From an optimization exercise on the open Yosys and OpenROAD flow, aimed at small area and a short achievable clock period; shortcuts taken in it are not production practice.
The RTL was checked by simulation tests, not by an equivalence proof against the original design.

==> nickel: inputs <==
// gb80_cpu
module gb80_cpu(
   F_data, A_data, instruction, IF_data,
   IE_data, regs_data, mem_we_l, mem_re_l, halt, debug_halt,
   cpu_addr_out, data_out,
   data_in,
   IF_in, IE_in, IF_load, IE_load, cpu_mem_disable, clock, reset,
   bp_addr, bp_step, bp_continue, ext_halt
   );
Settings: LEC_CHECK=0, CAP_MARGIN=20, CORE_MARGIN=2, CORE_UTILIZATION=55, CTS_BUF_LIST=sky130_fd_sc_hd__clkbuf_4 sky130_fd_sc_hd__clkbuf_8, PLACE_DENSITY=0.65, SETUP_SLACK_MARGIN=4.5, SLEW_MARGIN=20; clock period 10.0 ns.
run.sh (not shown) runs the stock make flow with config.mk's settings and CLKGATE_MAP_FILE= SYNTH_SCRIPT=/design/flow/synth_recipe.tcl, a recipe that flattens the netlist after the stock synthesis.
==> cedar (differences from nickel) <==
--- a/flow/design.v
+++ b/flow/design.v
@@ -327,17 +327,17 @@
    regfile_rn_in, regfile_rn_out, regfile_we, regfile_change16,
    regfile_inc, regfile_jp_hl, addr_buf_load, addr_buf_write,
    data_buf_load, data_buf_write, addr_buf_load_ext,
    addr_buf_write_ext, data_buf_load_ext, data_buf_write_ext,
    inst_reg_load, A_load, F_load, temp1_load, temp0_load, IF_load_l,
    IME_set, IME_reset, regfile_data_gate, A_data_gate, F_data_gate,
    alu_data_gate, regfile_addr_gate, interrupt_data_gate,
    alu_data1_in_sel, alu_data0_in_sel, addr_ff00_sel, alu_op,
-   alu_size, halt, debug_halt, bp_hit,
+   alu_size, halt, debug_halt, bp_hit, regfile_byte_sel,
    bp_step, bp_continue, bp_pc, instruction, next_instruction, flags,
    interrupt, IME_data, clock, reset, ext_halt
    );
    output wire [4:0]  regfile_rn_in, regfile_rn_out;
    output wire        regfile_we;
    output wire        regfile_change16, regfile_inc;
    output wire        regfile_jp_hl;
    output wire        addr_buf_load, addr_buf_write;
@@ -351,16 +351,17 @@
    output wire        regfile_addr_gate, interrupt_data_gate;
    output wire [1:0]  alu_data1_in_sel, alu_data0_in_sel;
    output wire        addr_ff00_sel;
    output wire [4:0]  alu_op;
    output wire [1:0]  alu_size;
    output wire        halt;
    output reg         debug_halt;
    output wire        bp_hit;
+   output reg [9:0]   regfile_byte_sel;
    input              bp_step, bp_continue, bp_pc;
    input [7:0]        instruction;
    input [7:0]        next_instruction;
    input [3:0]        flags;
    input              interrupt, IME_data;
    input              clock, reset;
    input              ext_halt;
    reg                step_inst, step_pressed, continue_pressed;
@@ -424,19 +425,19 @@
    assign alu_data_gate = cw_alu_data_gate;
    assign regfile_addr_gate = cw_regfile_addr_gate;
    assign interrupt_data_gate = cw_interrupt_data_gate;
    assign alu_data1_in_sel = cw_alu_data1_in_sel;
    assign alu_data0_in_sel = cw_alu_data0_in_sel;
    assign addr_ff00_sel = cw_addr_ff00_sel;
    assign alu_op = cw_alu_op;
    assign alu_size = cw_alu_size;
-   wire               halt_d = (halted & ~int_entry & ~halt_bug) |
-                               (run & cw_halt_set);
-   assign halt = (ext_halt | bp_hit) ? halted : halt_d;
+   assign halt = ext_halt ? halted :
+                 ((halted & ~(int_entry & ~bp_pc) & ~halt_bug) |
+                  (run & cw_halt_set));
    wire [3:0]         m_cycles = (stall | idle) ? 4'd1 : cw_m_cycles;
    wire [5:0]         next_cycle_high = {1'b0, cycle} + 6'b1;
    wire               last = next_cycle_high[5:2] == m_cycles;
    wire [4:0]         next_cycle = last ? 5'd0 : next_cycle_high[4:0];
    wire               next_cb = ~last & (cb | (run & cw_set_cb));
    wire               next_branch_taken = ~last &
                                           (branch_taken | (run & cw_set_bt));
    wire               next_interrupt_handle = ~last & interrupt_handle;
@@ -514,21 +515,30 @@
       .halt_set(cw_next[0]),
       .regfile_inc_pc(),
       .cycle(next_cycle), .instruction(next_inst), .cb(next_cb),
       .branch_taken(next_branch_taken),
       .interrupt_handle(next_interrupt_handle),
       .flags(flags));
    localparam [CW_W-1:0] CW_INT1 = 55'h21804001000028;
    localparam [CW_W-1:0] CW_RESET = 55'h4e890000180008;
+   wire [CW_W-1:0]    cw_load = entering ? CW_INT1 : cw_next;
+   function [9:0] byte_sel;
+      input [4:0] rn;
+      begin
+         byte_sel = 10'd1 << {rn[2:0], rn[3] & ~rn[4]};
+      end
+   endfunction
    always @(posedge clock or posedge reset) begin
       if (reset) begin
          cw <= CW_RESET;
+         regfile_byte_sel <= 10'b01_0000_0000;  
       end else if (~ext_halt) begin
-         cw <= entering ? CW_INT1 : cw_next;
+         cw <= cw_load;
+         regfile_byte_sel <= byte_sel(cw_load[49:45]);
       end
    end
 endmodule  
 module ucode(
    regfile_rn_in, regfile_rn_out, regfile_we, regfile_change16,
    regfile_inc, regfile_jp_hl, addr_buf_load, addr_buf_write,
    data_buf_load, data_buf_write, addr_buf_load_ext,
    addr_buf_write_ext, data_buf_load_ext, data_buf_write_ext,
@@ -2246,31 +2256,31 @@
    assign data_ext_in = (high_mem) ? high_mem_rdata :
                         (cpu_mem_disable) ? 8'h0 : data_in;
    assign addr_ext_in = 16'h0;
    assign data_out = data_ext_out;
    hram #(127) high_mmmod(.rdata(high_mem_rdata),
                           .wdata(data_ext_out),
                           .addr(addr_ext_out[6:0]),
                           .mem_we(addr_buf_write_ext & data_buf_write_ext &
-                                  high_mem & ~kill),
+                                  high_mem & ~ext_halt),
                           .reset(reset),
                           .clock(clock));
    wire [7:0]    temp1_data, temp0_data;
    wire [4:0]   IF_in_l, IE_in_l;
    wire         IME_data;
    wire         IE_load_l;
    reg [4:0]   interrupt_mask;  
    reg [2:0]   interrupt_sel;  
    reg [3:0]   interrupt_addr_bits;  
    wire         IF_load_l;  
    wire         interrupt_data_gate;  
    wire         interrupt;  
    assign interrupt = ~((IF_data & IE_data) == 5'd0);
-   assign IF_in_l = (IF_load_l & ~kill) ? IF_in | (IF_data & interrupt_mask) : IF_in;
+   assign IF_in_l = (IF_load_l & ~ext_halt) ? IF_in | (IF_data & interrupt_mask) : IF_in;
    assign IE_load_l = (~mem_we_l) ? addr_ext_out == 16'hffff : 1'b0;
    assign IE_in_l = (IE_load_l) ? data_ext_out[4:0] : IE_in;
    always @(*) begin
       casex (IF_data & IE_data)
         5'bxx_xx1: begin
            interrupt_sel = 3'd0;
            interrupt_mask = 5'b11_110;
         end
@@ -2307,110 +2317,120 @@
    wire [7:0]   alu_data_out;
    reg [7:0]    alu_data1_in, alu_data0_in;
    wire [3:0]   alu_flags_in, alu_flags_out;
    assign alu_flags_in = F_data[7:4];
    wire [15:0]  regfile_data_out, regfile_data_addr;
    wire [7:0]   regfile_data_in;
    wire        addr_buf_load, addr_buf_write;
    wire        data_buf_load, data_buf_write;
-   assign mem_we_l = ~(data_buf_write_ext & ~high_mem & ~cpu_mem_disable & ~kill);
-   assign mem_re_l = ~(data_buf_load_ext & ~high_mem & ~cpu_mem_disable & ~kill);
+   assign mem_we_l = ~(data_buf_write_ext & ~high_mem & ~cpu_mem_disable & ~ext_halt);
+   assign mem_re_l = ~(data_buf_load_ext & ~high_mem & ~cpu_mem_disable & ~ext_halt);
    wire        inst_reg_load, A_load, F_load, temp1_load, temp0_load;
    wire        IME_set, IME_reset;
    wire        regfile_data_gate, A_data_gate, F_data_gate, regfile_addr_gate;
    wire        alu_data_gate;
    wire [1:0]  alu_data1_in_sel, alu_data0_in_sel;
    wire        addr_ff00_sel;
    wire [4:0]  alu_op;
    wire [1:0]  alu_size;
    wire [4:0]  regfile_rn_in, regfile_rn_out;
    wire        regfile_we, regfile_change16, regfile_inc, regfile_jp_hl;
+   wire [9:0]   regfile_byte_sel;
+   reg [7:0]    regfile_byte;
+   integer      rb;
+   always @(*) begin
+      regfile_byte = 8'd0;
+      for (rb = 0; rb < 10; rb = rb + 1) begin
+         regfile_byte = regfile_byte |
+                        ({8{regfile_byte_sel[rb]}} & regs_data[(79 - 16 * (rb / 2) - 8 * (1 - rb % 2)) -: 8]);
+      end
+   end
    assign regfile_data_addr = (addr_ff00_sel) ? {8'hff, regfile_data_out[7:0]} :
                               regfile_data_out;
    always @(*) begin
       case (alu_data0_in_sel)
          2'd0: alu_data0_in = data_bus_src;
          2'd1: alu_data0_in = temp0_data;
          2'd2: alu_data0_in = {2'd0, instruction[5:3], 3'd0};
          2'd3: alu_data0_in = (temp0_data[7]) ? 8'hff : 8'h00;
       endcase
    end
    always @(*) begin
       case (alu_data1_in_sel)
         2'd0: alu_data1_in = A_data;
         2'd1: alu_data1_in = data_bus_src;
-        2'd2: alu_data1_in = regfile_data_out;
+        2'd2: alu_data1_in = regfile_byte;
         2'd3: alu_data1_in = temp1_data;
       endcase
    end
    assign regfile_data_in = data_bus;
    nobus_buffer #(8, 0) data_buf(.bus_in(data_bus),
                                  .bus_out(data_buf_q),
                                  .bus_ext_out(data_ext_out),
                                  .bus_ext_in(data_ext_in),
-                                 .bus_read(data_buf_load & ~kill),
+                                 .bus_read(data_buf_load & ~ext_halt),
                                  .bus_write(data_buf_write),
-                                 .bus_ext_read(data_buf_load_ext & ~kill),
+                                 .bus_ext_read(data_buf_load_ext & ~ext_halt),
                                  .clock(clock),
                                  .reset(reset));
    nobus_buffer #(16, 0) addr_buf(.bus_in(addr_bus),
                                   .bus_out(addr_buf_q),
                                   .bus_ext_out(addr_ext_out),
                                   .bus_ext_in(addr_ext_in),
                                   .bus_read(addr_buf_load & ~kill),
                                   .bus_write(addr_buf_write),
-                                  .bus_ext_read(addr_buf_load_ext & ~kill),
+                                  .bus_ext_read(addr_buf_load_ext & ~ext_halt),
                                   .clock(clock),
                                   .reset(reset));
    register #(8, 0) inst_reg(.q(instruction),
                              .d(data_bus),
-                             .load(inst_reg_load & ~kill),
+                             .load(inst_reg_load & ~ext_halt),
                              .clock(clock),
                              .reset(reset));
    register #(8, 8'h11) A_reg(.q(A_data),
                           .d(alu_data_out),
-                          .load(A_load & ~kill),
+                          .load(A_load & ~ext_halt),
                           .clock(clock),
                           .reset(reset));
    register #(8, 8'hB0) F_reg(.q(F_data),
                           .d({alu_flags_out, 4'b0}),
-                          .load(F_load & ~kill),
+                          .load(F_load & ~ext_halt),
                           .clock(clock),
                           .reset(reset));
    register #(8, 0) temp1_reg(.q(temp1_data),
                               .d(data_bus),
                               .load(temp1_load & ~kill),
                               .clock(clock),
                               .reset(reset));
    register #(8, 0) temp0_reg(.q(temp0_data),
                               .d(data_bus),
-                              .load(temp0_load & ~kill),
+                              .load(temp0_load & ~ext_halt),
                               .clock(clock),
                               .reset(reset));
    register #(5, 0) IF_reg(.q(IF_data),
                            .d(IF_in_l),
-                           .load((IF_load_l & ~kill) | IF_load),
+                           .load((IF_load_l & ~ext_halt) | IF_load),
                            .clock(clock),
                            .reset(reset));
    register #(5, 0) IE_reg(.q(IE_data),
                            .d(IE_in_l),
                            .load((IE_load_l | IE_load) & ~ext_halt),
                            .clock(clock),
                            .reset(reset));
    register #(1, 1) IME_reg(.q(IME_data),
                             .d(IME_set),
                             .load((IME_set | IME_reset) & ~kill),
                             .clock(clock),
                             .reset(reset));
    wire [7:0]   data_buf_q;
    wire [15:0]  addr_buf_q;
    wire [7:0]   data_bus_src;
    assign data_bus_src = ({8{data_buf_write}} & data_buf_q) |
-                         ({8{regfile_data_gate}} & regfile_data_out[7:0]) |
+                         ({8{regfile_data_gate}} & regfile_byte) |
                          ({8{A_data_gate}} & A_data) |
                          ({8{F_data_gate}} & F_data) |
                          ({8{interrupt_data_gate}} &
                           {1'd0, interrupt_addr_bits, 3'd0});
    assign data_bus = data_bus_src | ({8{alu_data_gate}} & alu_data_out);
    assign addr_bus = ({16{addr_buf_write}} & addr_buf_q) |
                      ({16{regfile_addr_gate}} & regfile_data_addr[15:0]);
    alu gb80_alu( 
@@ -2467,16 +2487,17 @@
                       .alu_data0_in_sel (alu_data0_in_sel[1:0]),
                       .addr_ff00_sel    (addr_ff00_sel),
                       .alu_op           (alu_op[4:0]),
                       .alu_size         (alu_size[1:0]),
                       .halt             (halt),
                       .ext_halt         (ext_halt),
                       .debug_halt       (debug_halt),
                       .bp_hit           (bp_hit),
+                      .regfile_byte_sel (regfile_byte_sel),
                       .bp_step          (bp_step),
                       .bp_continue      (bp_continue),
                       .bp_pc            (bp_pc), 
                       .instruction      (instruction[7:0]),
                       .next_instruction (data_buf_q),
                       .flags            (F_data[7:4]),
                       .interrupt        (interrupt),
                       .IME_data         (IME_data),
@@ -2600,35 +2621,10 @@
    end
    always @(posedge clock or posedge reset) begin
       if (reset) begin
          written <= {size{1'b0}};
       end else if (mem_we) begin
          written[addr] <= 1'b1;
       end
    end
-   wire [3:0]        lsel;
-   wire [31:0]       hsel;
-   genvar            k;
-   generate
-      for (k = 0; k < 4; k = k + 1) begin : ldec
-         assign lsel[k] = (addr[1:0] == k);
-      end
-      for (k = 0; k < 32; k = k + 1) begin : hdec
-         assign hsel[k] = (addr[6:2] == k);
-      end
-   endgenerate
-   reg [8:0]         grp, rd;
-   integer           h, l;
-   always @(*) begin
-      rd = 9'd0;
-      for (h = 0; h < 32; h = h + 1) begin
-         grp = 9'd0;
-         for (l = 0; l < 4; l = l + 1) begin
-            if (h * 4 + l < size) begin
-               grp = grp | ({9{lsel[l]}} & {written[h*4+l], data[h*4+l]});
-            end
-         end
-         rd = rd | ({9{hsel[h]}} & grp);
-      end
-   end
-   assign rdata = rd[8] ? rd[7:0] : 8'hee;
+   assign rdata = written[addr] ? data[addr] : 8'hee;
 endmodule
- CORE_UTILIZATION: 55 -> 40
- CTS_BUF_LIST: sky130_fd_sc_hd__clkbuf_4 sky130_fd_sc_hd__clkbuf_8 -> not set
- CTS_CLUSTER_SIZE: not set -> 28
- PLACE_DENSITY: 0.65 -> 0.55
==> indigo (differences from nickel) <==
--- a/flow/design.v
+++ b/flow/design.v
@@ -327,17 +327,17 @@
    regfile_rn_in, regfile_rn_out, regfile_we, regfile_change16,
    regfile_inc, regfile_jp_hl, addr_buf_load, addr_buf_write,
    data_buf_load, data_buf_write, addr_buf_load_ext,
    addr_buf_write_ext, data_buf_load_ext, data_buf_write_ext,
    inst_reg_load, A_load, F_load, temp1_load, temp0_load, IF_load_l,
    IME_set, IME_reset, regfile_data_gate, A_data_gate, F_data_gate,
    alu_data_gate, regfile_addr_gate, interrupt_data_gate,
    alu_data1_in_sel, alu_data0_in_sel, addr_ff00_sel, alu_op,
-   alu_size, halt, debug_halt, bp_hit,
+   alu_size, halt, debug_halt, bp_hit, regfile_byte_sel,
    bp_step, bp_continue, bp_pc, instruction, next_instruction, flags,
    interrupt, IME_data, clock, reset, ext_halt
    );
    output wire [4:0]  regfile_rn_in, regfile_rn_out;
    output wire        regfile_we;
    output wire        regfile_change16, regfile_inc;
    output wire        regfile_jp_hl;
    output wire        addr_buf_load, addr_buf_write;
@@ -351,16 +351,17 @@
    output wire        regfile_addr_gate, interrupt_data_gate;
    output wire [1:0]  alu_data1_in_sel, alu_data0_in_sel;
    output wire        addr_ff00_sel;
    output wire [4:0]  alu_op;
    output wire [1:0]  alu_size;
    output wire        halt;
    output reg         debug_halt;
    output wire        bp_hit;
+   output reg [9:0]   regfile_byte_sel;
    input              bp_step, bp_continue, bp_pc;
    input [7:0]        instruction;
    input [7:0]        next_instruction;
    input [3:0]        flags;
    input              interrupt, IME_data;
    input              clock, reset;
    input              ext_halt;
    reg                step_inst, step_pressed, continue_pressed;
@@ -424,22 +425,21 @@
    assign alu_data_gate = cw_alu_data_gate;
    assign regfile_addr_gate = cw_regfile_addr_gate;
    assign interrupt_data_gate = cw_interrupt_data_gate;
    assign alu_data1_in_sel = cw_alu_data1_in_sel;
    assign alu_data0_in_sel = cw_alu_data0_in_sel;
    assign addr_ff00_sel = cw_addr_ff00_sel;
    assign alu_op = cw_alu_op;
    assign alu_size = cw_alu_size;
-   wire               halt_d = (halted & ~int_entry & ~halt_bug) |
-                               (run & cw_halt_set);
-   assign halt = (ext_halt | bp_hit) ? halted : halt_d;
-   wire [3:0]         m_cycles = (stall | idle) ? 4'd1 : cw_m_cycles;
+   assign halt = ext_halt ? halted :
+                 ((halted & ~(int_entry & ~bp_pc) & ~halt_bug) |
+                  (run & cw_halt_set));
    wire [5:0]         next_cycle_high = {1'b0, cycle} + 6'b1;
-   wire               last = next_cycle_high[5:2] == m_cycles;
+   wire               last = (stall | idle) ? cw_last1 : cw_last;
    wire [4:0]         next_cycle = last ? 5'd0 : next_cycle_high[4:0];
    wire               next_cb = ~last & (cb | (run & cw_set_cb));
    wire               next_branch_taken = ~last &
                                           (branch_taken | (run & cw_set_bt));
    wire               next_interrupt_handle = ~last & interrupt_handle;
    wire               entering = int_entry & ~bp_hit;
    wire [7:0]         next_inst = (run & cw_inst_reg_load) ? next_instruction :
                       instruction;
@@ -514,21 +514,36 @@
       .halt_set(cw_next[0]),
       .regfile_inc_pc(),
       .cycle(next_cycle), .instruction(next_inst), .cb(next_cb),
       .branch_taken(next_branch_taken),
       .interrupt_handle(next_interrupt_handle),
       .flags(flags));
    localparam [CW_W-1:0] CW_INT1 = 55'h21804001000028;
    localparam [CW_W-1:0] CW_RESET = 55'h4e890000180008;
+   wire [CW_W-1:0]    cw_load = entering ? CW_INT1 : cw_next;
+   reg                cw_last, cw_last1;
+   wire [5:0]         next_cycle_high2 = {1'b0, next_cycle} + 6'b1;
+   function [9:0] byte_sel;
+      input [4:0] rn;
+      begin
+         byte_sel = 10'd1 << {rn[2:0], rn[3] & ~rn[4]};
+      end
+   endfunction
    always @(posedge clock or posedge reset) begin
       if (reset) begin
          cw <= CW_RESET;
+         cw_last <= 1'b0;
+         cw_last1 <= 1'b0;
+         regfile_byte_sel <= 10'b01_0000_0000;  
       end else if (~ext_halt) begin
-         cw <= entering ? CW_INT1 : cw_next;
+         cw <= cw_load;
+         cw_last <= next_cycle_high2[5:2] == cw_load[6:3];
+         cw_last1 <= next_cycle_high2[5:2] == 4'd1;
+         regfile_byte_sel <= byte_sel(cw_load[49:45]);
       end
    end
 endmodule  
 module ucode(
    regfile_rn_in, regfile_rn_out, regfile_we, regfile_change16,
    regfile_inc, regfile_jp_hl, addr_buf_load, addr_buf_write,
    data_buf_load, data_buf_write, addr_buf_load_ext,
    addr_buf_write_ext, data_buf_load_ext, data_buf_write_ext,
@@ -2246,31 +2261,31 @@
    assign data_ext_in = (high_mem) ? high_mem_rdata :
                         (cpu_mem_disable) ? 8'h0 : data_in;
    assign addr_ext_in = 16'h0;
    assign data_out = data_ext_out;
    hram #(127) high_mmmod(.rdata(high_mem_rdata),
                           .wdata(data_ext_out),
                           .addr(addr_ext_out[6:0]),
                           .mem_we(addr_buf_write_ext & data_buf_write_ext &
-                                  high_mem & ~kill),
+                                  high_mem & ~ext_halt),
                           .reset(reset),
                           .clock(clock));
    wire [7:0]    temp1_data, temp0_data;
    wire [4:0]   IF_in_l, IE_in_l;
    wire         IME_data;
    wire         IE_load_l;
    reg [4:0]   interrupt_mask;  
    reg [2:0]   interrupt_sel;  
    reg [3:0]   interrupt_addr_bits;  
    wire         IF_load_l;  
    wire         interrupt_data_gate;  
    wire         interrupt;  
    assign interrupt = ~((IF_data & IE_data) == 5'd0);
-   assign IF_in_l = (IF_load_l & ~kill) ? IF_in | (IF_data & interrupt_mask) : IF_in;
+   assign IF_in_l = (IF_load_l & ~ext_halt) ? IF_in | (IF_data & interrupt_mask) : IF_in;
    assign IE_load_l = (~mem_we_l) ? addr_ext_out == 16'hffff : 1'b0;
    assign IE_in_l = (IE_load_l) ? data_ext_out[4:0] : IE_in;
    always @(*) begin
       casex (IF_data & IE_data)
         5'bxx_xx1: begin
            interrupt_sel = 3'd0;
            interrupt_mask = 5'b11_110;
         end
@@ -2307,110 +2322,120 @@
    wire [7:0]   alu_data_out;
    reg [7:0]    alu_data1_in, alu_data0_in;
    wire [3:0]   alu_flags_in, alu_flags_out;
    assign alu_flags_in = F_data[7:4];
    wire [15:0]  regfile_data_out, regfile_data_addr;
    wire [7:0]   regfile_data_in;
    wire        addr_buf_load, addr_buf_write;
    wire        data_buf_load, data_buf_write;
-   assign mem_we_l = ~(data_buf_write_ext & ~high_mem & ~cpu_mem_disable & ~kill);
-   assign mem_re_l = ~(data_buf_load_ext & ~high_mem & ~cpu_mem_disable & ~kill);
+   assign mem_we_l = ~(data_buf_write_ext & ~high_mem & ~cpu_mem_disable & ~ext_halt);
+   assign mem_re_l = ~(data_buf_load_ext & ~high_mem & ~cpu_mem_disable & ~ext_halt);
    wire        inst_reg_load, A_load, F_load, temp1_load, temp0_load;
    wire        IME_set, IME_reset;
    wire        regfile_data_gate, A_data_gate, F_data_gate, regfile_addr_gate;
    wire        alu_data_gate;
    wire [1:0]  alu_data1_in_sel, alu_data0_in_sel;
    wire        addr_ff00_sel;
    wire [4:0]  alu_op;
    wire [1:0]  alu_size;
    wire [4:0]  regfile_rn_in, regfile_rn_out;
    wire        regfile_we, regfile_change16, regfile_inc, regfile_jp_hl;
+   wire [9:0]   regfile_byte_sel;
+   reg [7:0]    regfile_byte;
+   integer      rb;
+   always @(*) begin
+      regfile_byte = 8'd0;
+      for (rb = 0; rb < 10; rb = rb + 1) begin
+         regfile_byte = regfile_byte |
+                        ({8{regfile_byte_sel[rb]}} & regs_data[(79 - 16 * (rb / 2) - 8 * (1 - rb % 2)) -: 8]);
+      end
+   end
    assign regfile_data_addr = (addr_ff00_sel) ? {8'hff, regfile_data_out[7:0]} :
                               regfile_data_out;
    always @(*) begin
       case (alu_data0_in_sel)
          2'd0: alu_data0_in = data_bus_src;
          2'd1: alu_data0_in = temp0_data;
          2'd2: alu_data0_in = {2'd0, instruction[5:3], 3'd0};
          2'd3: alu_data0_in = (temp0_data[7]) ? 8'hff : 8'h00;
       endcase
    end
    always @(*) begin
       case (alu_data1_in_sel)
         2'd0: alu_data1_in = A_data;
         2'd1: alu_data1_in = data_bus_src;
-        2'd2: alu_data1_in = regfile_data_out;
+        2'd2: alu_data1_in = regfile_byte;
         2'd3: alu_data1_in = temp1_data;
       endcase
    end
    assign regfile_data_in = data_bus;
    nobus_buffer #(8, 0) data_buf(.bus_in(data_bus),
                                  .bus_out(data_buf_q),
                                  .bus_ext_out(data_ext_out),
                                  .bus_ext_in(data_ext_in),
-                                 .bus_read(data_buf_load & ~kill),
+                                 .bus_read(data_buf_load & ~ext_halt),
                                  .bus_write(data_buf_write),
-                                 .bus_ext_read(data_buf_load_ext & ~kill),
+                                 .bus_ext_read(data_buf_load_ext & ~ext_halt),
                                  .clock(clock),
                                  .reset(reset));
    nobus_buffer #(16, 0) addr_buf(.bus_in(addr_bus),
                                   .bus_out(addr_buf_q),
                                   .bus_ext_out(addr_ext_out),
                                   .bus_ext_in(addr_ext_in),
                                   .bus_read(addr_buf_load & ~kill),
                                   .bus_write(addr_buf_write),
-                                  .bus_ext_read(addr_buf_load_ext & ~kill),
+                                  .bus_ext_read(addr_buf_load_ext & ~ext_halt),
                                   .clock(clock),
                                   .reset(reset));
    register #(8, 0) inst_reg(.q(instruction),
                              .d(data_bus),
-                             .load(inst_reg_load & ~kill),
+                             .load(inst_reg_load & ~ext_halt),
                              .clock(clock),
                              .reset(reset));
    register #(8, 8'h11) A_reg(.q(A_data),
                           .d(alu_data_out),
-                          .load(A_load & ~kill),
+                          .load(A_load & ~ext_halt),
                           .clock(clock),
                           .reset(reset));
    register #(8, 8'hB0) F_reg(.q(F_data),
                           .d({alu_flags_out, 4'b0}),
-                          .load(F_load & ~kill),
+                          .load(F_load & ~ext_halt),
                           .clock(clock),
                           .reset(reset));
    register #(8, 0) temp1_reg(.q(temp1_data),
                               .d(data_bus),
                               .load(temp1_load & ~kill),
                               .clock(clock),
                               .reset(reset));
    register #(8, 0) temp0_reg(.q(temp0_data),
                               .d(data_bus),
-                              .load(temp0_load & ~kill),
+                              .load(temp0_load & ~ext_halt),
                               .clock(clock),
                               .reset(reset));
    register #(5, 0) IF_reg(.q(IF_data),
                            .d(IF_in_l),
-                           .load((IF_load_l & ~kill) | IF_load),
+                           .load((IF_load_l & ~ext_halt) | IF_load),
                            .clock(clock),
                            .reset(reset));
    register #(5, 0) IE_reg(.q(IE_data),
                            .d(IE_in_l),
                            .load((IE_load_l | IE_load) & ~ext_halt),
                            .clock(clock),
                            .reset(reset));
    register #(1, 1) IME_reg(.q(IME_data),
                             .d(IME_set),
                             .load((IME_set | IME_reset) & ~kill),
                             .clock(clock),
                             .reset(reset));
    wire [7:0]   data_buf_q;
    wire [15:0]  addr_buf_q;
    wire [7:0]   data_bus_src;
    assign data_bus_src = ({8{data_buf_write}} & data_buf_q) |
-                         ({8{regfile_data_gate}} & regfile_data_out[7:0]) |
+                         ({8{regfile_data_gate}} & regfile_byte) |
                          ({8{A_data_gate}} & A_data) |
                          ({8{F_data_gate}} & F_data) |
                          ({8{interrupt_data_gate}} &
                           {1'd0, interrupt_addr_bits, 3'd0});
    assign data_bus = data_bus_src | ({8{alu_data_gate}} & alu_data_out);
    assign addr_bus = ({16{addr_buf_write}} & addr_buf_q) |
                      ({16{regfile_addr_gate}} & regfile_data_addr[15:0]);
    alu gb80_alu( 
@@ -2467,16 +2492,17 @@
                       .alu_data0_in_sel (alu_data0_in_sel[1:0]),
                       .addr_ff00_sel    (addr_ff00_sel),
                       .alu_op           (alu_op[4:0]),
                       .alu_size         (alu_size[1:0]),
                       .halt             (halt),
                       .ext_halt         (ext_halt),
                       .debug_halt       (debug_halt),
                       .bp_hit           (bp_hit),
+                      .regfile_byte_sel (regfile_byte_sel),
                       .bp_step          (bp_step),
                       .bp_continue      (bp_continue),
                       .bp_pc            (bp_pc), 
                       .instruction      (instruction[7:0]),
                       .next_instruction (data_buf_q),
                       .flags            (F_data[7:4]),
                       .interrupt        (interrupt),
                       .IME_data         (IME_data),
@@ -2600,35 +2626,10 @@
    end
    always @(posedge clock or posedge reset) begin
       if (reset) begin
          written <= {size{1'b0}};
       end else if (mem_we) begin
          written[addr] <= 1'b1;
       end
    end
-   wire [3:0]        lsel;
-   wire [31:0]       hsel;
-   genvar            k;
-   generate
-      for (k = 0; k < 4; k = k + 1) begin : ldec
-         assign lsel[k] = (addr[1:0] == k);
-      end
-      for (k = 0; k < 32; k = k + 1) begin : hdec
-         assign hsel[k] = (addr[6:2] == k);
-      end
-   endgenerate
-   reg [8:0]         grp, rd;
-   integer           h, l;
-   always @(*) begin
-      rd = 9'd0;
-      for (h = 0; h < 32; h = h + 1) begin
-         grp = 9'd0;
-         for (l = 0; l < 4; l = l + 1) begin
-            if (h * 4 + l < size) begin
-               grp = grp | ({9{lsel[l]}} & {written[h*4+l], data[h*4+l]});
-            end
-         end
-         rd = rd | ({9{hsel[h]}} & grp);
-      end
-   end
-   assign rdata = rd[8] ? rd[7:0] : 8'hee;
+   assign rdata = written[addr] ? data[addr] : 8'hee;
 endmodule
- CORE_UTILIZATION: 55 -> 40
- CTS_BUF_LIST: sky130_fd_sc_hd__clkbuf_4 sky130_fd_sc_hd__clkbuf_8 -> not set
- PLACE_DENSITY: 0.65 -> 0.55
- SETUP_SLACK_MARGIN: 4.5 -> 5.0
==> notes.md <==
nickel passed the timing, DRC and antenna checks. cedar finished with timing, DRC and antenna clean. indigo completed with no timing, DRC or antenna violations. In indigo the via count is smaller than in nickel, by 1.8%. First-iteration DRC count, lowest first: indigo, cedar, nickel. Worst setup slack: cedar is worse than indigo (0.16 ns). Sequential cell count, highest first: cedar, indigo, nickel. Synthesized cell count: nickel < indigo < cedar. Cell count: nickel is smaller than indigo (6.7%).

==> what the ideal ports hide <==
The flow's constraints put no driver on any port. The routed layouts listed below were extracted and timed again, unchanged, in two steps.
Step 1, drivers: a clkbuf_16 drives clock and a buf_2 each remaining input, both assumed.
Step 2 also shifts input and output timing later by t, the mid clock arrival at the registers, as if the neighbouring blocks saw the same clock.
Three values: ideal ports, drivers, drivers and shift; two values: the first two.
run	shift t [ns]	slack for setup (ns)	slew at the worst register clock pin (ns)
nickel	1.010	3.916 / 3.878 / 2.960	0.08 / 0.08
cedar	0.857	4.114 / 4.070 / 3.286	0.07 / 0.07
indigo	0.861	4.279 / 4.279 / 4.279	0.07 / 0.07
After both steps every run listed still meets setup and hold. The setup slack of nickel, which loses most, moves by -0.038 ns with the drivers and by -0.956 ns with both steps.
